This design comes from an exercise in tuning for small area and a short achievable clock period on the open sky130 flow, not from production work.
RTL that was checked went through simulation tests only; none was proved equivalent to the original.
Only the layout flow was run in runs 3 and 4; the RTL was not checked for function there.
In every run shown here, the design's own scripts or RTL, not TritonCTS, make the clock network.
The flow treats the clock pin as an ideal source. Dropping or thinning the clock tree relies on that and would not hold on a real chip.
Power figures rest on the tool's default switching activity, not on a simulated workload.

==> flow/design.v <==
module alu_top (
    input             clk,
    input      [3:0]  control,
    input             CI,
    input      [31:0] DATA_A,
    input      [31:0] DATA_B,
    output reg [31:0] OUT,
    output reg        CO,
    output reg        OVF,
    output reg        N,
    output reg        Z
);
reg  [3:0]  control_q;
reg         CI_q;
reg  [31:0] A_q, B_q;
wire [31:0] out_w;
wire        co_w, ovf_w, n_w, z_w;
always @(posedge clk) begin
    control_q <= control;
    CI_q      <= CI;
    A_q       <= DATA_A;
    B_q       <= DATA_B;
end
ALU #(.WIDTH(32)) alu (
    .control(control_q), .CI(CI_q), .DATA_A(A_q), .DATA_B(B_q),
    .OUT(out_w), .CO(co_w), .OVF(ovf_w), .N(n_w), .Z(z_w)
);
always @(posedge clk) begin
    OUT <= out_w;
    CO  <= co_w;
    OVF <= ovf_w;
    N   <= n_w;
    Z   <= z_w;
end
endmodule

module ALU #(parameter WIDTH=8)
    (
	  input [3:0] control,
	  input CI,
	  input [WIDTH-1:0] DATA_A,
	  input [WIDTH-1:0] DATA_B,
      output [WIDTH-1:0] OUT,
	  output CO,
	  output OVF,
	  output N, Z
    );
generate if (WIDTH == 32) begin : g_fast
wire c3 = control[3], c2 = control[2], c1 = control[1], c0 = control[0];
wire arith = ~c3 & (c2 | c1);                
wire sub   = c1;                             
wire inv   = arith & c1 & c0;                
wire cin   = ~c2 | ((c1 | c0) & CI);
wire k     = arith & (cin ^ inv);            
wire addop = ~c3 & c2 & ~c1;                 
wire subop = arith & c1;
wire [WIDTH-1:0] a = DATA_A;
wire [WIDTH-1:0] y = DATA_B ^ {WIDTH{sub}};
wire [WIDTH-1:0] p = a ^ y;
wire [WIDTH-1:0] g = a & y & {WIDTH{arith}};
wire [WIDTH-1:0] t = a | y;
wire addlike = arith & ~c1;                           
wire m11 = (~c3 & ~c2 & ~c1 & ~c0) | (arith & c1 & ~c0) | (c3 & c2 & ~(c1 & c0));   
wire m00 = (arith & c1 & ~c0) | (c3 & c2 & c1);                         
wire m10 = (~c3 & ~c2 & ~c1 & c0) | addlike | inv | (c3 & c2 & ~c1 & ~c0) | (c3 & c2 & c1 & c0);  
wire m01 = (~c3 & ~c2 & ~c1 & c0) | addlike | inv | (c3 & c2 & ~c1);    
wire [WIDTH-1:0] q = (a & DATA_B & {WIDTH{m11}}) | (a & ~DATA_B & {WIDTH{m10}})
                   | (~a & DATA_B & {WIDTH{m01}}) | (~a & ~DATA_B & {WIDTH{m00}});
wire [31:0] G0 = {g[30:0], k};
wire [31:0] P0 = {p[30:0], 1'b0};
wire G1_1 = G0[1] | (P0[1] & G0[0]);
wire G1_3 = G0[3] | (P0[3] & G0[2]);
wire P1_3 = P0[3] & P0[2];
wire G1_5 = G0[5] | (P0[5] & G0[4]);
wire P1_5 = P0[5] & P0[4];
wire G1_7 = G0[7] | (P0[7] & G0[6]);
wire P1_7 = P0[7] & P0[6];
wire G1_9 = G0[9] | (P0[9] & G0[8]);
wire P1_9 = P0[9] & P0[8];
wire G1_11 = G0[11] | (P0[11] & G0[10]);
wire P1_11 = P0[11] & P0[10];
wire G1_13 = G0[13] | (P0[13] & G0[12]);
wire P1_13 = P0[13] & P0[12];
wire G1_15 = G0[15] | (P0[15] & G0[14]);
wire P1_15 = P0[15] & P0[14];
wire G1_17 = G0[17] | (P0[17] & G0[16]);
wire P1_17 = P0[17] & P0[16];
wire G1_19 = G0[19] | (P0[19] & G0[18]);
wire P1_19 = P0[19] & P0[18];
wire G1_21 = G0[21] | (P0[21] & G0[20]);
wire P1_21 = P0[21] & P0[20];
wire G1_23 = G0[23] | (P0[23] & G0[22]);
wire P1_23 = P0[23] & P0[22];
wire G1_25 = G0[25] | (P0[25] & G0[24]);
wire P1_25 = P0[25] & P0[24];
wire G1_27 = G0[27] | (P0[27] & G0[26]);
wire P1_27 = P0[27] & P0[26];
wire G1_29 = G0[29] | (P0[29] & G0[28]);
wire P1_29 = P0[29] & P0[28];
wire G1_31 = G0[31] | (P0[31] & G0[30]);
wire P1_31 = P0[31] & P0[30];
wire G2_3 = G1_3 | (P1_3 & G1_1);
wire G2_7 = G1_7 | (P1_7 & G1_5);
wire P2_7 = P1_7 & P1_5;
wire G2_11 = G1_11 | (P1_11 & G1_9);
wire P2_11 = P1_11 & P1_9;
wire G2_15 = G1_15 | (P1_15 & G1_13);
wire P2_15 = P1_15 & P1_13;
wire G2_19 = G1_19 | (P1_19 & G1_17);
wire P2_19 = P1_19 & P1_17;
wire G2_23 = G1_23 | (P1_23 & G1_21);
wire P2_23 = P1_23 & P1_21;
wire G2_27 = G1_27 | (P1_27 & G1_25);
wire P2_27 = P1_27 & P1_25;
wire G2_31 = G1_31 | (P1_31 & G1_29);
wire P2_31 = P1_31 & P1_29;
wire G3_7 = G2_7 | (P2_7 & G2_3);
wire G3_15 = G2_15 | (P2_15 & G2_11);
wire P3_15 = P2_15 & P2_11;
wire G3_23 = G2_23 | (P2_23 & G2_19);
wire P3_23 = P2_23 & P2_19;
wire G3_31 = G2_31 | (P2_31 & G2_27);
wire P3_31 = P2_31 & P2_27;
wire G4_15 = G3_15 | (P3_15 & G3_7);
wire G4_31 = G3_31 | (P3_31 & G3_23);
wire P4_31 = P3_31 & P3_23;
wire G5_31 = G4_31 | (P4_31 & G4_15);
wire G6_23 = G3_23 | (P3_23 & G4_15);
wire G7_11 = G2_11 | (P2_11 & G3_7);
wire G7_19 = G2_19 | (P2_19 & G4_15);
wire G7_27 = G2_27 | (P2_27 & G6_23);
wire G8_5 = G1_5 | (P1_5 & G2_3);
wire G8_9 = G1_9 | (P1_9 & G3_7);
wire G8_13 = G1_13 | (P1_13 & G7_11);
wire G8_17 = G1_17 | (P1_17 & G4_15);
wire G8_21 = G1_21 | (P1_21 & G7_19);
wire G8_25 = G1_25 | (P1_25 & G6_23);
wire G8_29 = G1_29 | (P1_29 & G7_27);
wire G9_2 = G0[2] | (P0[2] & G1_1);
wire G9_4 = G0[4] | (P0[4] & G2_3);
wire G9_6 = G0[6] | (P0[6] & G8_5);
wire G9_8 = G0[8] | (P0[8] & G3_7);
wire G9_10 = G0[10] | (P0[10] & G8_9);
wire G9_12 = G0[12] | (P0[12] & G7_11);
wire G9_14 = G0[14] | (P0[14] & G8_13);
wire G9_16 = G0[16] | (P0[16] & G4_15);
wire G9_18 = G0[18] | (P0[18] & G8_17);
wire G9_20 = G0[20] | (P0[20] & G7_19);
wire G9_22 = G0[22] | (P0[22] & G8_21);
wire G9_24 = G0[24] | (P0[24] & G6_23);
wire G9_26 = G0[26] | (P0[26] & G8_25);
wire G9_28 = G0[28] | (P0[28] & G7_27);
wire G9_30 = G0[30] | (P0[30] & G8_29);
wire [31:0] c;   
assign c[0] = G0[0];
assign c[1] = G1_1;
assign c[2] = G9_2;
assign c[3] = G2_3;
assign c[4] = G9_4;
assign c[5] = G8_5;
assign c[6] = G9_6;
assign c[7] = G3_7;
assign c[8] = G9_8;
assign c[9] = G8_9;
assign c[10] = G9_10;
assign c[11] = G7_11;
assign c[12] = G9_12;
assign c[13] = G8_13;
assign c[14] = G9_14;
assign c[15] = G4_15;
assign c[16] = G9_16;
assign c[17] = G8_17;
assign c[18] = G9_18;
assign c[19] = G7_19;
assign c[20] = G9_20;
assign c[21] = G8_21;
assign c[22] = G9_22;
assign c[23] = G6_23;
assign c[24] = G9_24;
assign c[25] = G8_25;
assign c[26] = G9_26;
assign c[27] = G7_27;
assign c[28] = G9_28;
assign c[29] = G8_29;
assign c[30] = G9_30;
assign c[31] = G5_31;
assign OUT = q ^ c;
assign N = OUT[WIDTH-1];
wire [WIDTH-1:0] tq = inv ? g : (t & {WIDTH{arith}});
wire [WIDTH-1:0] pc = {tq[WIDTH-2:0], k};
assign Z = ~|(q ^ pc);
wire c32 = g[WIDTH-1] | (p[WIDTH-1] & c[WIDTH-1]);
assign CO  = (addop & c32) | (subop & ~OUT[WIDTH-1]);
assign OVF = arith & (c[WIDTH-1] ^ c32);
end else begin : g_generic
reg [WIDTH-1:0] R; reg RC, RV;
always @(*) begin
	RC = 1'b0; RV = 1'b0;
	case (control)
		4'b0000: R = DATA_A & DATA_B;
		4'b0001: R = DATA_A ^ DATA_B;
		4'b0010: R = DATA_A - DATA_B;
		4'b0011: R = DATA_B - DATA_A;
		4'b0100: {RC, R} = DATA_A + DATA_B;
		4'b0101: {RC, R} = DATA_A + DATA_B + CI;
		4'b0110: R = DATA_A - DATA_B + CI - 1;
		4'b0111: R = DATA_B - DATA_A + CI - 1;
		4'b1100: R = DATA_A | DATA_B;
		4'b1101: R = DATA_B;
		4'b1110: R = DATA_A ^ ~DATA_B;
		4'b1111: R = ~DATA_B;
		default: R = {WIDTH{1'b0}};
	endcase
	case (control)
		4'b0010, 4'b0110: begin RC = ~R[WIDTH-1]; RV = (DATA_A[WIDTH-1] & ~DATA_B[WIDTH-1] & ~R[WIDTH-1]) | (~DATA_A[WIDTH-1] & DATA_B[WIDTH-1] & R[WIDTH-1]); end
		4'b0011, 4'b0111: begin RC = ~R[WIDTH-1]; RV = (DATA_B[WIDTH-1] & ~DATA_A[WIDTH-1] & ~R[WIDTH-1]) | (~DATA_B[WIDTH-1] & DATA_A[WIDTH-1] & R[WIDTH-1]); end
		4'b0100, 4'b0101: RV = (DATA_A[WIDTH-1] & DATA_B[WIDTH-1] & ~R[WIDTH-1]) | (~DATA_A[WIDTH-1] & ~DATA_B[WIDTH-1] & R[WIDTH-1]);
		default: ;
	endcase
end
assign OUT = R; assign CO = RC; assign OVF = RV;
assign N = R[WIDTH-1];
assign Z = ~|R;
end endgenerate
endmodule
==> flow/flow/run.sh <==
#!/bin/bash
# ORFS layout through the standard.sh, with these changes:
# - the ports get small fast buffers (buf_1);
# - the clock tree is one level of four clkbuf_16 (flow/cts_manual.tcl);
# - timing repair aims below the clock period (SETUP_SLACK_MARGIN); the design is still
#   built and signed off at the design's period;
# - if flow/abc.script exists, synthesis maps the logic with it instead of ORFS's ABC
#   script (flow/synth.tcl is synth_recipe.tcl with that one change; registers are as in
#   the standard synthesis).
set -euo pipefail
here=$(pwd)
export MY_ABC_SCRIPT=$here/flow/abc.script
bash standard.sh \
  "SYNTH_SCRIPT=$here/flow/synth.tcl" \
  "ADDER_MAP_FILE=" \
  "BUFFER_PORTS_ARGS=-buffer_cell sky130_fd_sc_hd__buf_1" \
  "PRE_CTS_TCL=$here/flow/cts_manual.tcl" \
  "SETUP_SLACK_MARGIN=7.3" \
  finish > make_finish.log 2>&1
==> flow/flow/abc.script <==
strash; dch -f; map -B 0.5; topo; stime -c; buffer -c; upsize -c; dnsize -c
==> flow/flow/cts_manual.tcl <==
# Read by ORFS's CTS step (PRE_CTS_TCL). Replaces clock_tree_synthesis with a one-level
# clock tree: the clock port drives four clkbuf_16, each of which drives the registers of
# one quadrant of the placement (split at the median x, then at the median y). Every
# register sees the same single buffer stage, so the tree adds no deliberate skew.
proc clock_tree_synthesis { args } {
  set block [ord::get_db_block]
  set master [[ord::get_db] findMaster sky130_fd_sc_hd__clkbuf_16]
  set clknet [[$block findBTerm clk] getNet]
  set sinks {}
  foreach it [$clknet getITerms] {
    set bb [[$it getInst] getBBox]
    lappend sinks [list $it [expr {([$bb xMin] + [$bb xMax]) / 2}] [expr {([$bb yMin] + [$bb yMax]) / 2}]]
  }
  set sorted [lsort -integer -index 1 $sinks]
  set half [expr {[llength $sorted] / 2}]
  set groups {}
  foreach col [list [lrange $sorted 0 [expr {$half - 1}]] [lrange $sorted $half end]] {
    set col [lsort -integer -index 2 $col]
    set h [expr {[llength $col] / 2}]
    lappend groups [lrange $col 0 [expr {$h - 1}]] [lrange $col $h end]
  }
  set g 0
  foreach grp $groups {
    set inst [odb::dbInst_create $block $master clkbuf_q$g]
    set net [odb::dbNet_create $block clknet_q$g]
    $net setSigType CLOCK
    [$inst findITerm A] connect $clknet
    [$inst findITerm X] connect $net
    set sx 0
    set sy 0
    foreach s $grp {
      set it [lindex $s 0]
      $it disconnect
      $it connect $net
      set sx [expr {$sx + [lindex $s 1]}]
      set sy [expr {$sy + [lindex $s 2]}]
    }
    set m [llength $grp]
    $inst setLocation [expr {$sx / $m}] [expr {$sy / $m}]
    $inst setPlacementStatus PLACED
    incr g
  }
  puts "cts_manual: clock port drives $g clkbuf_16, [llength $sinks] registers"
  set_propagated_clock [all_clocks]
}
==> flow/flow/synth.tcl <==
proc synth {args} { yosys synth -nofsm -noshare {*}$args }
# Map the logic with this flow's own ABC script instead of ORFS's.
proc abc {args} {
  set i [lsearch -exact $args -script]
  if {$i >= 0} { lset args [expr {$i + 1}] $::env(MY_ABC_SCRIPT) }
  yosys abc {*}$args
}
source $::env(SCRIPTS_DIR)/synth.tcl
# left out here: clear keep_hierarchy, flatten, clean up, hide names made inside functions, write 1_2_yosys.v
==> flow/standard.sh <==
#!/bin/bash
# synth_recipe.tcl (not shown) runs the flow's synth.tcl, then flattens the netlist and writes it again
# the make line also repeats each setting of config.mk as NAME=value (left out here)
make -C /OpenROAD-flow-scripts/flow DESIGN_CONFIG=/design/flow/config.mk WORK_HOME=/design/flow/orfs CLKGATE_MAP_FILE= SYNTH_SCRIPT=/design/flow/synth_recipe.tcl "${@:-finish}"
==> flow/config.mk <==
export PLATFORM = sky130hd
export DESIGN_NAME = alu_top
export DESIGN_NICKNAME = alu_top
export VERILOG_FILES = /design/flow/design.v
export SDC_FILE = /design/flow/constraint.sdc
export NUM_CORES = 4
export LEC_CHECK = 0
export ABC_AREA = 1
export CAP_MARGIN = 20
export CORE_MARGIN = 2
export CORE_UTILIZATION = 40
export SLEW_MARGIN = 20
==> flow/constraint.sdc <==
create_clock -name core_clock -period 10.0 [get_ports {clk}]
set_input_delay 2.0000 -clock core_clock [delete_from_list [all_inputs] [get_ports {clk}]]
set_output_delay 2.0000 -clock core_clock [all_outputs]
set_load 0.01 [all_outputs]
==> insert_results.sql, run 1 <==
INSERT INTO impl_metrics (metric_group, metric, value, unit) VALUES
('outcome', 'run_status', 'finished clean', ''),
('cells_and_area', 'drive_above_1_share', '0.1233', ''),
('detailed_routing', 'vias', '5378', ''),
('worst_setup_path', 'setup.worst_path.start_class', 'flip-flop', ''),
('cells_and_area', 'finish.net_count', '964', ''),
('die', 'initial_utilization', '0.4095', ''),
('pwr', 'power.density_cell_area', '140.1', 'nW/µm²'),
('detailed_routing', 'drcViolationCount', '0', ''),
('worst_setup_path', 'critical_path.max_fanout', '1', ''),
('worst_setup_path', 'timing.setup.critical_path_class', 'reg2out', ''),
('placement', 'detailed_place_hpwl', '10.31', 'mm'),
('pwr', 'total_leakage_power', '3.035', 'nW'),
('sta', 'worst_clock_skew', '0.006492', 'ns'),
('clock_network', 'cts-hold-fix-buffers', '0', ''),
('detailed_routing', 'final_antenna_net_count', '0', ''),
('sta', 'achievable-frequency', '375.9', 'MHz'),
('sta', 'timing.final.crit_share', '0.2661', ''),
('synth', 'synth_seq_cells', '104', ''),
('die', 'die_x', '126.0', 'µm'),
('synth', 'post-synth-top-count-cell', 'nand2_1', ''),
('synth', 'synthesis.yosys.warnings', '1', ''),
('sta', 'grt_setup_unrepaired', 'yes', ''),
('sta', 'fin_tns_setup', '0', 'ns'),
('worst_setup_path', 'timing.critical_path.required', '8.00', 'ns'),
('cells_and_area', 'n_antenna_cell', '0', ''),
('global_route', 'grt_max_degree', '41', ''),
('synth', 'synthDominantAreaCellType', 'dfxtp_1', ''),
('detailed_routing', 'drt-vias-per-instance', '4.998', ''),
('pwr', 'irDropWorstVdd', '69.92', 'µV'),
('worst_setup_path', 'cp_cell_sequence', 'buf_1', ''),
('worst_setup_path', 'critical_path.n_buffers_inverters', '1', ''),
('global_route', 'grt_pass1_wl', '24.06', 'mm'),
('global_route', 'antenna_found_initial', '0', ''),
('die', 'die_height', '126.0', 'µm'),
('die', 'count_of_boundary_i_o_pins', '106', ''),
('sta', 'timing_max_transition_violations_final', '0', ''),
('sta', 'max_slew_headroom_at_the_worst_pin', '0.4834', ''),
('sta', 'timing.final.setup_violations', '0', ''),
('sta', 'timing.final.crit_period', '2.661', 'ns'),
('sta', 'hold_viol', '0', ''),
('worst_setup_path', 'cp.arrival', '0.66', 'ns'),
('placement', 'routabilityCongestion', '0.8413', ''),
('hold_path', 'min_path_type', 'reg2reg', ''),
('detailed_routing', 'post_drt_wl_per_cell', '14.58', 'µm'),
('synth', 'syn_area', '5952', 'µm²'),
('worst_setup_path', 'worstSetupEndpointType', 'output pin', ''),
('die', 'floorplan.rows', '44', ''),
('flow_run', 'drv_cap', '0', ''),
('cells_and_area', 'instances_no_fill', '1076', ''),
('die', 'dieArea', '15870', 'µm²'),
('synth', 'dominantRegCellSynth', 'dfxtp_1', ''),
('synth', 'synth_top_cells_by_area', 'dfxtp_1 (35%), nand2_1 (11%), xor2_1 (7.7%)', ''),
('placement', 'dp_cells', '1052', ''),
('synth', 'synth_edf_count', '0', ''),
('die', 'core_area', '14530', 'µm²'),
('sta', 'tightest_slew', '0.7747', 'ns'),
('synth', 'synth_seq_area_share', '0.3498', ''),
('synth', 'synth_area_per_cell', '7.572', 'µm²'),
('synth', 'mappedNetlistNets', '856', ''),
('detailed_routing', 'drtIter0Drc', '283', ''),
('worst_setup_path', 'cp_delay_by_family_top', 'flip-flops', ''),
('global_route', 'gr-usage-all-layers', '0.1816', ''),
('worst_setup_path', 'cp_slowest_cell', 'dfxtp_1', ''),
('synth', 'post_synth_inst_count', '786', ''),
('synth', 'synthDominantCellAreaShare', '0.3498', ''),
('clock_network', 'worstSkewPairLatency', '0.16', 'ns'),
('global_route', 'overflow', '0', ''),
('detailed_routing', 'finalWirelength', '15.69', 'mm'),
('synth', 'yosysUniqueCellTypes', '53', ''),
('synth', 'ys_async_sr_fraction', '0', ''),
('clock_network', 'clk_transition_reported_paths', '0.09', 'ns'),
('worst_setup_path', 'cp_slowest_stage_delay', '0.35', 'ns'),
('cells_and_area', 'flow.area_growth_from_synthesis', '14.65', '%'),
('global_route', 'first_global_vias', '4846', ''),
('placement', 'numPortBuffers', '105', ''),
('detailed_routing', 'drt_first_pass_iters', '5', ''),
('synth', 'most_common_library_cells_after_synthesis', 'nand2_1 (176), dfxtp_1 (104), a21oi_1 (68), nor2_1 (62), inv_1 (58)', '');
==> sequential cells by signal, indices dropped and copies added, names as in the netlist <==
| register | count |
|---|---|
| control_q | 4 |
| OVF | 1 |
| Z | 1 |
| CI_q | 1 |
| N | 1 |
| B_q | 32 |
| CO | 1 |
| A_q | 32 |
| OUT | 31 |
==> layout make-up <==
type | instances | area (µm²)
sequential | 104 | 2087
timing repair buffer | 121 | 573.1
timing repair inverter | 4 | 35.03
inverter | 66 | 297.8
multi-input combinational | 593 | 3501
buffer | 4 | 100.1
tap | 184 | 230.2
fill | 1511 | 7710
==> cells in the final DEF (no fill, tap or decap), types with 4 or more instances in the layout <==
| cell | instances |
|---|---|
| nand3_4 | 4 |
| nand2_4 | 6 |
| xor2_1 | 52 |
| nor2_1 | 62 |
| a31oi_1 | 7 |
| xnor2_1 | 26 |
| nor3_1 | 5 |
| o21ai_0 | 24 |
| o21ai_1 | 14 |
| dfxtp_1 | 102 |
| clkbuf_16 | 5 |
| a21o_1 | 5 |
| a21oi_2 | 6 |
| nor4_2 | 6 |
| nand2_1 | 174 |
| inv_6 | 5 |
| o211ai_1 | 8 |
| nand2_2 | 13 |
| a21oi_1 | 68 |
| inv_1 | 57 |
| nand3_1 | 40 |
| buf_4 | 12 |
| buf_1 | 105 |
| o21ai_2 | 6 |
| nand4_1 | 7 |
| a211oi_1 | 4 |
| mux2i_1 | 6 |
| or2_2 | 8 |
| or2_1 | 4 |
| nor2_2 | 5 |
| nand3_2 | 6 |
==> through the flow <==
stage                 util  setup WS [ns]  cell area, µm²  power (mW)  hold slack (ns)
floorplan                -          7.515            5952      0.7015           0.5044
CTS                 0.4548          7.294            6610      0.9506           0.6259
global route        0.4695          7.275            6824       1.018           0.6501
detailed placement  0.4390          5.955            6380      0.7721           0.6104
global placement    0.4390          5.967            6380      0.7719           0.6094
finish              0.4695          7.339            6824      0.9561           0.6202
==> worst min-delay path: stages, from the launching register on <==
cell	delay [ns]
dfxtp_1	0.36
nor2_1	0.08
nor2_1	0.09
nor2_1	0.05
==> what timing repair did <==
action / in CTS / in global routing
buffers inserted: 1 / 11
cloned: 3 / 5
gates resized for setup: 19 / 19
setup endpoints to repair: 35 / 18
pin swaps: 2 / 2
==> power breakdown <==
| group | leakage (nW) | total [mW] | internal [mW] | switching [mW] |
|---|---|---|---|---|
| Clock | 0.0493 | 0.169 | 0.0734 | 0.0958 |
| Sequential | 0.877 | 0.486 | 0.460 | 0.0258 |
| Combinational | 2.11 | 0.301 | 0.113 | 0.188 |
| Total | 3.04 | 0.956 | 0.646 | 0.310 |
==> cell families after synthesis <==
group	synth area share
muxes	0.01640
AOI/OAI and AO/OA	0.1699
buffers and inverters	0.07820
and+or+nand+nor	0.2655
DFF	0.3498
xor gates and xnor gates	0.1202
==> worst paths after layout <==
check | start | to | slack (ns) | cells past startpoint
max | Z | Z | 7.34 | 1
min | A_q[31] | OVF | 0.62 | 3
max reg2reg | control_q[1] | OUT[26] | 7.41 | 17
min reg2reg | A_q[31] | OVF | 0.62 | 3
==> per-layer routing <==
| metal | GRT usage | wire length, µm | vias up |
|---|---|---|---|
| met1 | 0.2482 | 7140 | 2419 |
| met4 | 0.01099 | 166 | 0 |
| li1 | - | - | 2791 |
| met5 | 0 | 0 | - |
| met3 | 0.01274 | 899 | 13 |
| met2 | 0.3299 | 7479 | 155 |
==> run 2: changes to the inputs <==
==> flow/flow/abc.script (replaced) <==
strash; dch -f; map -D 2200 -B 0.9; topo; stime -c; buffer -c; upsize -c -D 2200; dnsize -c -D 2200
==> run 2 against run 1 <==
  * Still clean
  * Worst setup slack worse by 0.019 ns
  * Register-to-register slack about the same
  * Hold slack better by 0.022 ns
  * Synthesized cell count up 2.8%
  * Fmax down 0.72%
  * Die area down 5.3%
  * Combinational power down 7.6%
  * Critical path type unchanged
  * Sequential power about the same
  * Largest cell class unchanged
  * First-iteration DRC count up 9.9%
  * Highest routed layer unchanged
  * Final cell count up 1.8%
  * Design area down 1.5%
  * Clock skew up 0.0013 ns
==> insert_results.sql, run 2 <==
INSERT INTO impl_metrics (metric_group, metric, value, unit) VALUES
('worst_setup_path', 'reg2reg_slack', '7.41', 'ns'),
('hold_path', 'min_path_type', 'reg2reg', ''),
('cells_and_area', 'final_core_utilization', '0.4862', ''),
('hold_path', 'holdPathStages', '3', ''),
('synth', 'synth_seq_area_share', '0.3702', ''),
('clock_network', 'cts-hold-fix-buffers', '0', ''),
('die', 'floorplan.rows', '43', ''),
('worst_setup_path', 'cp.arrival', '0.68', 'ns'),
('synth', 'mappedNetlistNets', '878', ''),
('sta', 'achievable-frequency', '373.2', 'MHz'),
('pwr', 'comb_power_share', '0.296', ''),
('cells_and_area', 'design_area', '6723', 'µm²'),
('die', 'initial_utilization', '0.4068', ''),
('synth', 'post_synth_inst_count', '808', ''),
('pwr', 'total_leakage_power', '3.091', 'nW'),
('synth', 'synthDominantCellAreaShare', '0.3702', ''),
('detailed_routing', 'drt_first_pass_iters', '5', ''),
('synth', 'synthDominantAreaCellType', 'dfxtp_1', ''),
('worst_setup_path', 'worst_r2r_path_depth', '13', ''),
('synth', 'synth-adder-area-share', '0', ''),
('synth', 'compound_gate_fraction_of_synth_area', '0.1393', ''),
('placement', 'pre_cts_ws', '6.351', 'ns'),
('die', 'dieArea', '15020', 'µm²'),
('global_route', 'grt_pass1_wl', '23.16', 'mm'),
('detailed_routing', 'final_antenna_net_count', '0', ''),
('synth', 'synthMuxAreaShare', '0.01379', ''),
('pwr', 'clock_power_share', '0.188', ''),
('synth', 'synth_edf_count', '0', ''),
('hold_path', 'hold_ep', 'OVF', ''),
('sta', 'worst_clock_skew', '0.007834', 'ns'),
('synth', 'ys_async_sr_fraction', '0', ''),
('detailed_routing', 'post_drt_wl_per_cell', '13.41', 'µm'),
('synth', 'synth_area_per_cell', '6.961', 'µm²'),
('placement', 'detailed_place.area', '6168', 'µm²'),
('global_route', 'antenna_found_initial', '0', ''),
('cells_and_area', 'largest_registers', 'A_q (32), B_q (32), OUT (31)', ''),
('detailed_routing', 'drt-vias-per-instance', '4.828', ''),
('flow_run', 'drv_cap', '0', ''),
('worst_setup_path', 'cp_delay_by_family_top', 'flip-flops', ''),
('clock_network', 'clk_transition_reported_paths', '0.10', 'ns'),
('synth', 'dominant_combinational_cell_family_by_area_after_synthesis', 'simple AND/OR/NAND/NOR gates', ''),
('cells_and_area', 'n_antenna_cell', '0', ''),
('sta', 'hold_viol', '0', ''),
('pwr', 'irDropWorstVdd', '83.40', 'µV'),
('pwr', 'seqPwrFrac', '0.516', ''),
('global_route', 'first_global_vias', '4855', ''),
('worst_setup_path', 'setup.worst_path.start_class', 'flip-flop', ''),
('worst_setup_path', 'timing.critical_path.required', '8.00', 'ns'),
('synth', 'synth_seq_cells', '104', ''),
('clock_network', 'worstSkewPairLatency', '0.16', 'ns'),
('synth', 'synthesis.yosys.warnings', '1', ''),
('cells_and_area', 'drive_above_1_share', '0.1137', ''),
('pwr', 'power.internal', '0.6432', 'mW'),
('outcome', 'run_status', 'finished clean', ''),
('cells_and_area', 'final.fill_count', '1386', ''),
('sta', 'max_slew_headroom_at_the_worst_pin', '0.7203', ''),
('pwr', 'power.density_cell_area', '139.6', 'nW/µm²'),
('sta', 'timing.final.crit_share', '0.2680', ''),
('synth', 'synth-simple-area-share', '0.2774', ''),
('sta', 'fin_tns_setup', '0', 'ns'),
('worst_setup_path', 'timing.setup.critical_path_class', 'reg2out', ''),
('detailed_routing', 'finalWirelength', '14.68', 'mm'),
('pwr', 'net_switching_power_of_the_design', '0.2955', 'mW'),
('die', 'die_height', '122.6', 'µm'),
('cells_and_area', 'finish.net_count', '987', ''),
('synth', 'synth_xor_area_frac', '0.1277', ''),
('global_route', 'grt_max_degree', '39', ''),
('placement', 'numPortBuffers', '105', ''),
('detailed_routing', 'drcViolationCount', '0', ''),
('worst_setup_path', 'cp_slowest_cell', 'dfxtp_1', ''),
('worst_setup_path', 'cp_slowest_stage_delay', '0.37', 'ns'),
('sta', 'worst_slack_setup_final', '7.320', 'ns'),
('worst_setup_path', 'r2r_start', 'control_q[1]', ''),
('detailed_routing', 'drtIter0Drc', '311', ''),
('worst_setup_path', 'worstSetupEndpointType', 'output pin', ''),
('synth', 'dominantRegCellSynth', 'dfxtp_1', ''),
('die', 'core_area', '13830', 'µm²'),
('cells_and_area', 'flow.area_growth_from_synthesis', '19.53', '%'),
('synth', 'most_common_library_cells_after_synthesis', 'nand2_1 (231), dfxtp_1 (104), inv_1 (72), nor2_1 (64), xor2_1 (60)', ''),
('worst_setup_path', 'critical_path.max_fanout', '1', ''),
('synth', 'yosysUniqueCellTypes', '35', ''),
('sta', 'timing.final.setup_violations', '0', ''),
('die', 'die_x', '122.6', 'µm'),
('placement', 'routabilityCongestion', '0.8209', ''),
('cells_and_area', 'area.sequential', '2088', 'µm²'),
('cells_and_area', 'layout.cells.most_common_list', 'nand2_1 (212), dfxtp_1 (101), buf_1 (98), inv_1 (66), xor2_1 (60)', ''),
('worst_setup_path', 'worstReg2RegEnd', 'Z', ''),
('die', 'count_of_boundary_i_o_pins', '106', ''),
('worst_setup_path', 'critical_path.n_buffers_inverters', '1', ''),
('sta', 'timing.final.crit_period', '2.680', 'ns'),
('cells_and_area', 'multi_input_comb_area', '3306', 'µm²'),
('global_route', 'overflow', '0', ''),
('synth', 'syn_area', '5624', 'µm²'),
('synth', 'synth_top_cells_by_area', 'dfxtp_1 (37%), nand2_1 (15%), xor2_1 (9.3%)', ''),
('pwr', 'fraction_of_power_spent_switching_nets', '0.3148', ''),
('sta', 'grt_setup_unrepaired', 'yes', ''),
('hold_path', 'hold_start', 'A_q[31]', ''),
('worst_setup_path', 'cp_cell_sequence', 'buf_2', ''),
('cells_and_area', 'final_common_cell', 'nand2_1', ''),
('synth', 'post-synth-top-count-cell', 'nand2_1', ''),
('detailed_routing', 'vias', '5287', ''),
('placement', 'detailed_place_hpwl', '10.11', 'mm'),
('sta', 'timing_max_transition_violations_final', '0', ''),
('global_route', 'gr-usage-all-layers', '0.1893', ''),
('sta', 'tightest_slew', '0.4195', 'ns');
[run 2: area by class of cell]
type	instances	share of cell area
multi-input cells	603	0.4917
flip-flops and latches	104	0.3106
repair buffers	129	0.1046
inverters	73	0.04318
well taps	180	0.03350
plain buffers	4	0.01489
repair inverters	2	0.001489
[run 2: metrics by stage]
| step | power, mW | hold WS, ns | std cells |
|---|---|---|---|
| after CTS | 0.9301 | 0.6460 | 1087 |
| after global placement | 0.7451 | 0.6286 | 1072 |
| after global routing | 1.001 | 0.6995 | 1095 |
| after floorplan | 0.6694 | 0.5498 | 808 |
| final | 0.9388 | 0.6422 | 1095 |
| after detailed placement | 0.7445 | 0.6246 | 1072 |
[run 2: worst max-delay path by stage]
stage,slack [ns],depth (start not counted),startpoint,to
floorplan,7.51,1,N,OUT[31]
global placement,6.41,25,control_q[1],OUT[30]
detailed placement,6.35,25,control_q[1],OUT[30]
CTS,7.31,1,Z,Z
global route,7.25,14,control_q[1],Z
finish,7.32,1,Z,Z
[run 2: power by group through the flow]
stage / Sequential [mW] / Combinational, mW / Clock [mW]
CTS: 0.485 / 0.264 / 0.182
global route: 0.491 / 0.311 / 0.200
global placement: 0.494 / 0.251 / 0
detailed placement: 0.494 / 0.251 / 0
floorplan: 0.503 / 0.167 / 0
finish: 0.485 / 0.278 / 0.176
[run 2: logic make-up (layout without fill, tap and decap cells)]
group | count (synthesis) | count (layout)
AOI/OAI and AO/OA | 135 | 135
and+or+nand+nor | 379 | 379
xor gates and xnor gates | 82 | 82
DFF | 104 | 104
muxes | 7 | 7
buffers and inverters | 101 | 208
[run 2: routing by layer]
layer  part of all wire  GRT usage  up-vias
met5                  0          0        -
met4              0.014    0.02586        0
met3              0.047    0.01301       12
met2               0.47     0.3281      119
met1               0.47     0.2645     2337
li1                   -          -     2819
[run 2: repair_timing]
item | CTS | global route
endpoints found under the setup margin | 32 | 20
pin swaps | 4 | 9
gates resized for setup | 18 | 58
cloned | 4 | 1
setup buffers | 7 | 7
==> run 3: changes to the inputs <==
--- a/flow/design.v
+++ b/flow/design.v
@@ -186,7 +186,7 @@
 assign c[31] = G5_31;
 assign OUT = q ^ c;
 assign N = OUT[WIDTH-1];
-wire [WIDTH-1:0] tq = inv ? g : (t & {WIDTH{arith}});
+wire [WIDTH-1:0] tq = ((a & y) | ({WIDTH{~inv}} & (a | y))) & {WIDTH{arith}};
 wire [WIDTH-1:0] pc = {tq[WIDTH-2:0], k};
 assign Z = ~|(q ^ pc);
 wire c32 = g[WIDTH-1] | (p[WIDTH-1] & c[WIDTH-1]);
==> run 3 against run 2 <==
  * Combinational power up 2%
  * Total power up 0.10%
  * Highest routed layer unchanged
  * Sequential share of layout area down 0.097 points
  * Clock power about the same
  * Sequential power about the same
==> insert_results.sql, run 3 <==
INSERT INTO impl_metrics (metric_group, metric, value, unit) VALUES
('sta', 'fin_tns_setup', '0', 'ns'),
('synth', 'yosysUniqueCellTypes', '30', ''),
('cells_and_area', 'final_common_cell', 'nand2_1', ''),
('pwr', 'net_switching_power_of_the_design', '0.2963', 'mW'),
('pwr', 'total_leakage_power', '3.057', 'nW'),
('detailed_routing', 'finalWirelength', '15.44', 'mm'),
('worst_setup_path', 'cp.arrival', '0.66', 'ns'),
('synth', 'synth_edf_count', '0', ''),
('cells_and_area', 'finish.net_count', '1014', ''),
('cells_and_area', 'flow.area_growth_from_synthesis', '19.82', '%'),
('detailed_routing', 'post_drt_wl_per_cell', '13.76', 'µm'),
('worst_setup_path', 'cp_slowest_cell', 'dfxtp_1', ''),
('worst_setup_path', 'critical_path.n_buffers_inverters', '1', ''),
('synth', 'synth_seq_cells', '104', ''),
('worst_setup_path', 'setup.worst_path.start_class', 'flip-flop', ''),
('pwr', 'clock_power_share', '0.184', ''),
('worst_setup_path', 'reg2reg_slack', '7.47', 'ns'),
('worst_setup_path', 'cp_slowest_stage_delay', '0.35', 'ns'),
('sta', 'worst_clock_skew', '0.01166', 'ns'),
('detailed_routing', 'drt-vias-per-instance', '4.879', ''),
('die', 'initial_utilization', '0.4073', ''),
('worst_setup_path', 'timing.setup.critical_path_class', 'reg2out', ''),
('synth', 'synth_top_cells_by_area', 'dfxtp_1 (37%), nand2_1 (16%), xnor2_1 (7.3%)', ''),
('placement', 'routabilityCongestion', '0.8405', ''),
('sta', 'max_slew_headroom_at_the_worst_pin', '0.6615', ''),
('sta', 'timing.final.setup_violations', '0', ''),
('synth', 'post-synth-top-count-cell', 'nand2_1', ''),
('placement', 'pre_cts_ws', '6.307', 'ns'),
('pwr', 'comb_power_share', '0.302', ''),
('worst_setup_path', 'cp_delay_by_family_top', 'flip-flops', ''),
('die', 'core_area', '13830', 'µm²'),
('synth', 'synthDominantCellAreaShare', '0.3697', ''),
('detailed_routing', 'vias', '5474', ''),
('worst_setup_path', 'cp_cell_sequence', 'buf_1', ''),
('sta', 'grt_setup_unrepaired', 'yes', ''),
('sta', 'timing.final.crit_period', '2.656', 'ns'),
('placement', 'detailed_place_hpwl', '10.74', 'mm'),
('pwr', 'fraction_of_power_spent_switching_nets', '0.3153', ''),
('detailed_routing', 'drt_first_pass_iters', '7', ''),
('sta', 'hold_viol', '0', ''),
('cells_and_area', 'largest_registers', 'A_q (32), B_q (32), OUT (31)', ''),
('hold_path', 'min_path_type', 'reg2reg', ''),
('synth', 'synthDominantAreaCellType', 'dfxtp_1', ''),
('pwr', 'power.internal', '0.6434', 'mW'),
('sta', 'worst_slack_setup_final', '7.344', 'ns'),
('sta', 'timing.final.crit_share', '0.2656', ''),
('synth', 'post_synth_inst_count', '827', ''),
('global_route', 'gr-usage-all-layers', '0.2011', ''),
('clock_network', 'clk_transition_reported_paths', '0.10', 'ns'),
('placement', 'numPortBuffers', '105', ''),
('die', 'die_height', '122.7', 'µm'),
('flow_run', 'drv_cap', '0', ''),
('die', 'floorplan.rows', '43', ''),
('worst_setup_path', 'critical_path.max_fanout', '1', ''),
('global_route', 'grt_max_degree', '47', ''),
('cells_and_area', 'drive_above_1_share', '0.08599', ''),
('die', 'count_of_boundary_i_o_pins', '106', ''),
('global_route', 'overflow', '0', ''),
('synth', 'ys_async_sr_fraction', '0', ''),
('worst_setup_path', 'worstSetupEndpointType', 'output pin', ''),
('die', 'dieArea', '15040', 'µm²'),
('synth', 'mappedNetlistNets', '897', ''),
('outcome', 'run_status', 'finished clean', ''),
('synth', 'synth_seq_area_share', '0.3697', ''),
('synth', 'syn_area', '5632', 'µm²'),
('sta', 'tightest_slew', '0.5031', 'ns'),
('synth', 'dominantRegCellSynth', 'dfxtp_1', ''),
('pwr', 'irDropWorstVdd', '81.77', 'µV'),
('global_route', 'first_global_vias', '5039', ''),
('cells_and_area', 'layout.cells.most_common_list', 'nand2_1 (217), buf_1 (104), dfxtp_1 (100), inv_1 (82), o21ai_0 (64)', ''),
('synth', 'synthesis.yosys.warnings', '1', ''),
('sta', 'timing_max_transition_violations_final', '0', ''),
('synth', 'synth_area_per_cell', '6.810', 'µm²'),
('detailed_routing', 'final_antenna_net_count', '0', ''),
('pwr', 'seqPwrFrac', '0.514', ''),
('pwr', 'power.density_cell_area', '139.3', 'nW/µm²'),
('worst_setup_path', 'timing.critical_path.required', '8.00', 'ns'),
('clock_network', 'worstSkewPairLatency', '0.16', 'ns'),
('synth', 'most_common_library_cells_after_synthesis', 'nand2_1 (235), dfxtp_1 (104), inv_1 (84), o21ai_0 (67), a21oi_1 (58)', ''),
('cells_and_area', 'n_antenna_cell', '0', ''),
('detailed_routing', 'drtIter0Drc', '318', ''),
('global_route', 'antenna_found_initial', '0', ''),
('sta', 'achievable-frequency', '376.5', 'MHz'),
('global_route', 'grt_pass1_wl', '24.43', 'mm'),
('detailed_routing', 'drcViolationCount', '0', ''),
('die', 'die_x', '122.7', 'µm');
[run 3: stage by stage]
| step | hold slack [ns] | power [mW] | area, µm² | cells | utilization |
|---|---|---|---|---|---|
| floorplan | 0.5397 | 0.6711 | 5632 | 827 | - |
| global placement | 0.6473 | 0.7479 | 6187 | 1093 | 0.4475 |
| detailed placement | 0.6318 | 0.7483 | 6187 | 1093 | 0.4475 |
| CTS | 0.6602 | 0.9312 | 6470 | 1105 | 0.4679 |
| global route | 0.6894 | 0.9978 | 6748 | 1122 | 0.4880 |
| finish | 0.6511 | 0.9397 | 6748 | 1122 | 0.4880 |
[run 3: area by class of cell]
| class | count | area, µm² |
|---|---|---|
| plain buffers | 4 | 100.1 |
| multi-input cells | 612 | 3276 |
| well taps | 180 | 225.2 |
| fillers | 1423 | 7079 |
| flip-flops and latches | 104 | 2090 |
| inverters | 85 | 326.6 |
| repair inverters | 1 | 7.507 |
| repair buffers | 136 | 723.2 |
[run 3: final timing paths]
path / endpoint / from / cells after the start
hold / removal: CO / control_q[3] / 3
setup reg to reg: Z / control_q[3] / 13
hold reg to reg: CO / control_q[3] / 3
setup / recovery: OUT[18] / OUT[18] / 1
[run 3: cell families after synthesis]
kind of cell | count (synthesis) | share of synthesized area
AND/OR/NAND/NOR | 368 | 0.2671
AO/OA/AOI/OAI | 166 | 0.1644
buffers and inverters | 111 | 0.07754
flip-flops | 104 | 0.3697
XOR/XNOR | 78 | 0.1213
[run 3: power groups by stage]
stage / logic [mW] / clock network, mW / registers [mW]
after floorplan: 0.169 / 0 / 0.503
after global placement: 0.256 / 0 / 0.492
after detailed placement: 0.256 / 0 / 0.492
after CTS: 0.267 / 0.180 / 0.484
after global routing: 0.317 / 0.192 / 0.489
final: 0.284 / 0.173 / 0.483
[run 3: routing by layer]
layer / GRT usage / vias up / part of all wire
met5: 0 / - / 0
met4: 0.04813 / 0 / 0.027
met2: 0.3420 / 131 / 0.45
li1: - / 2909 / -
met3: 0.01626 / 21 / 0.053
met1: 0.2763 / 2413 / 0.47
[run 3: what timing repair did]
action / 4_1_cts / 5_1_grt
gates cloned: 4 / 0
endpoints found under the setup margin: 36 / 17
resized for setup: 24 / 42
pin swaps: 2 / 13
hold buffers: 0 / 0
buffers inserted: 4 / 17
==> run 4: changes to the inputs <==
--- a/flow/config.mk
+++ b/flow/config.mk
@@ -8,5 +8,6 @@
 export ABC_AREA = 1
 export CAP_MARGIN = 20
 export CORE_MARGIN = 2
-export CORE_UTILIZATION = 40
+export CORE_UTILIZATION = 72
+export PLACE_DENSITY = 0.8
 export SLEW_MARGIN = 20
==> run 4 against run 3 <==
  * Hold slack better by 0.016 ns
  * Clock skew shrank 0.0017 ns
  * Worst setup slack got worse by 0.018 ns
  * Via count is 12% higher
  * Routed wire length grew 3.2%
==> insert_results.sql, run 4 <==
INSERT INTO impl_metrics (metric_group, metric, value, unit) VALUES
('outcome', 'run_status', 'finished clean', ''),
('synth', 'post-synth-top-count-cell', 'nand2_1', ''),
('cells_and_area', 'multi_input_comb_area', '3291', 'µm²'),
('worst_setup_path', 'r2r_start', 'control_q[1]', ''),
('synth', 'synth_area_per_cell', '6.810', 'µm²'),
('detailed_routing', 'vias', '6127', ''),
('die', 'dieArea', '8545', 'µm²'),
('global_route', 'global_route.peak_usage_layer', 'met2', ''),
('detailed_routing', 'final_antenna_net_count', '0', ''),
('die', 'core_area', '7647', 'µm²'),
('worst_setup_path', 'cp.arrival', '0.67', 'ns'),
('sta', 'timing.final.setup_violations', '0', ''),
('sta', 'timing.final.crit_period', '2.674', 'ns'),
('sta', 'worst_clock_skew', '0.009989', 'ns'),
('sta', 'worst_slack_setup_final', '7.326', 'ns'),
('detailed_routing', 'drtIter0Drc', '466', ''),
('global_route', 'first_global_vias', '5523', ''),
('worst_setup_path', 'worst_r2r_path_depth', '16', ''),
('sta', 'timing.final.crit_share', '0.2674', ''),
('synth', 'synthDominantAreaCellType', 'dfxtp_1', ''),
('cells_and_area', 'area.sequential', '2088', 'µm²'),
('cells_and_area', 'drive_above_1_share', '0.09236', ''),
('cells_and_area', 'finish.net_count', '1014', ''),
('detailed_routing', 'post_drt_wl_per_cell', '15.26', 'µm'),
('synth', 'compound_gate_fraction_of_synth_area', '0.1644', ''),
('die', 'die_height', '92.44', 'µm'),
('sta', 'fin_tns_setup', '0', 'ns'),
('global_route', 'grt.met1_usage', '0.4029', ''),
('hold_path', 'min_path_type', 'reg2reg', ''),
('worst_setup_path', 'timing.setup.critical_path_class', 'reg2out', ''),
('pwr', 'power.density_cell_area', '142.4', 'nW/µm²'),
('synth', 'yosysUniqueCellTypes', '30', ''),
('die', 'initial_utilization', '0.7364', ''),
('synth', 'synth_seq_cells', '104', '');
==> run 4: changes by cell type in the layout (fill, tap and decap cells not counted), moves of 2 or more <==
cell,before,now
inv_1,82,80
inv_2,0,2
nand2_2,11,15
buf_4,22,20
o21ai_0,64,58
nand2_1,217,214
nand2_4,7,5
o21ai_1,3,8
==> run 4: cells by family after synthesis <==
family / after synthesis
DFF: 104
buffers and inverters: 111
AOI/OAI and AO/OA: 166
xor gates and xnor gates: 78
and+or+nand+nor: 368
==> run 4: how the worst max path moves through the flow <==
stage | cells past startpoint | to | slack [ns] | start
4_1_cts | 1 | Z | 7.30 | Z
2_1_floorplan | 1 | OUT[31] | 7.51 | N
6_report | 1 | Z | 7.33 | Z
3_5_place_dp | 22 | OUT[30] | 6.39 | control_q[1]
3_3_place_gp | 22 | OUT[30] | 6.53 | control_q[1]
5_1_grt | 17 | OVF | 7.25 | control_q[1]
==> run 4: repair_timing <==
item	in CTS	in global routing
cloned	6	0
endpoints found under the hold margin	0	0
endpoints found under the setup margin	34	11
setup buffers	3	15
pin swaps	1	13
gates resized for setup	28	48
==> run 4: worst register-to-register path, cell delays in order (launching register included) <==
cell	delay, ns
dfxtp_4	0.37
buf_4	0.14
bufbuf_16	0.31
xnor2_1	0.26
nor2_1	0.11
inv_1	0.06
nand2_1	0.07
inv_1	0.10
nand4_1	0.16
nor2_1	0.19
nand2_1	0.09
nand2_2	0.13
nand2_4	0.09
o21ai_4	0.19
nand2_1	0.11
nand3_1	0.09
nand2_1	0.05
==> run 4: area by class of cell <==
| cell class | count | share of cell area |
|---|---|---|
| Tap cell | 102 | 0.01918 |
| Inverter | 85 | 0.04982 |
| Sequential cell | 104 | 0.3138 |
| Buffer | 4 | 0.01504 |
| Multi-Input combinational cell | 612 | 0.4945 |
| Timing Repair inverter | 3 | 0.002632 |
| Timing Repair Buffer | 134 | 0.1051 |
==> run 4: stage by stage <==
step	cells	cell area, µm²	hold slack (ns)	util
after floorplan	827	5632	0.5397	-
after global placement	1016	6097	0.6406	0.7973
after detailed placement	1016	6097	0.6448	0.7973
after CTS	1029	6397	0.6658	0.8366
after global routing	1044	6655	0.6917	0.8703
final	1044	6655	0.6670	0.8703
==> run 4: power breakdown <==
group          switching (mW)  internal (mW)  leakage, nW
logic                   0.181          0.111         2.12
registers              0.0246          0.459        0.877
clock network          0.0989         0.0736       0.0493
total                   0.304          0.643         3.05
==> run 4: routing by layer <==
metal | up-vias | wire, µm
li1 | 2910 | -
met1 | 2690 | 5781
met2 | 416 | 7687
met3 | 111 | 1605
met4 | 0 | 856
met5 | - | 0

-- what the ideal ports hide --
The results above use ideal ports. As a check the final layouts listed here were re-extracted and re-timed, cells and wires unchanged.
Step 1 sets driving cells, clkbuf_16 on the clock port and buf_2 on the other inputs (assumed; they add their load-dependent delay and slew).
Step 2 also shifts input and output timing later by t, the mid clock arrival at the registers, as if the neighbouring blocks saw the same clock.
a / b / c = no drivers / after step 1 / after step 2; a / b = the first two.
run | t, ns | slack for setup (ns) | latest minus earliest clock arrival (ns)
run 1 | 0.246 | 7.339 / 7.247 / 7.409 | 0.006 / 0.006
run 2 | 0.250 | 7.320 / 7.228 / 7.411 | 0.008 / 0.008
run 3 | 0.249 | 7.344 / 7.249 / 7.469 | 0.012 / 0.012
run 4 | 0.243 | 7.326 / 7.238 / 7.366 | 0.010 / 0.010
After both steps setup and hold are still met in every run listed.
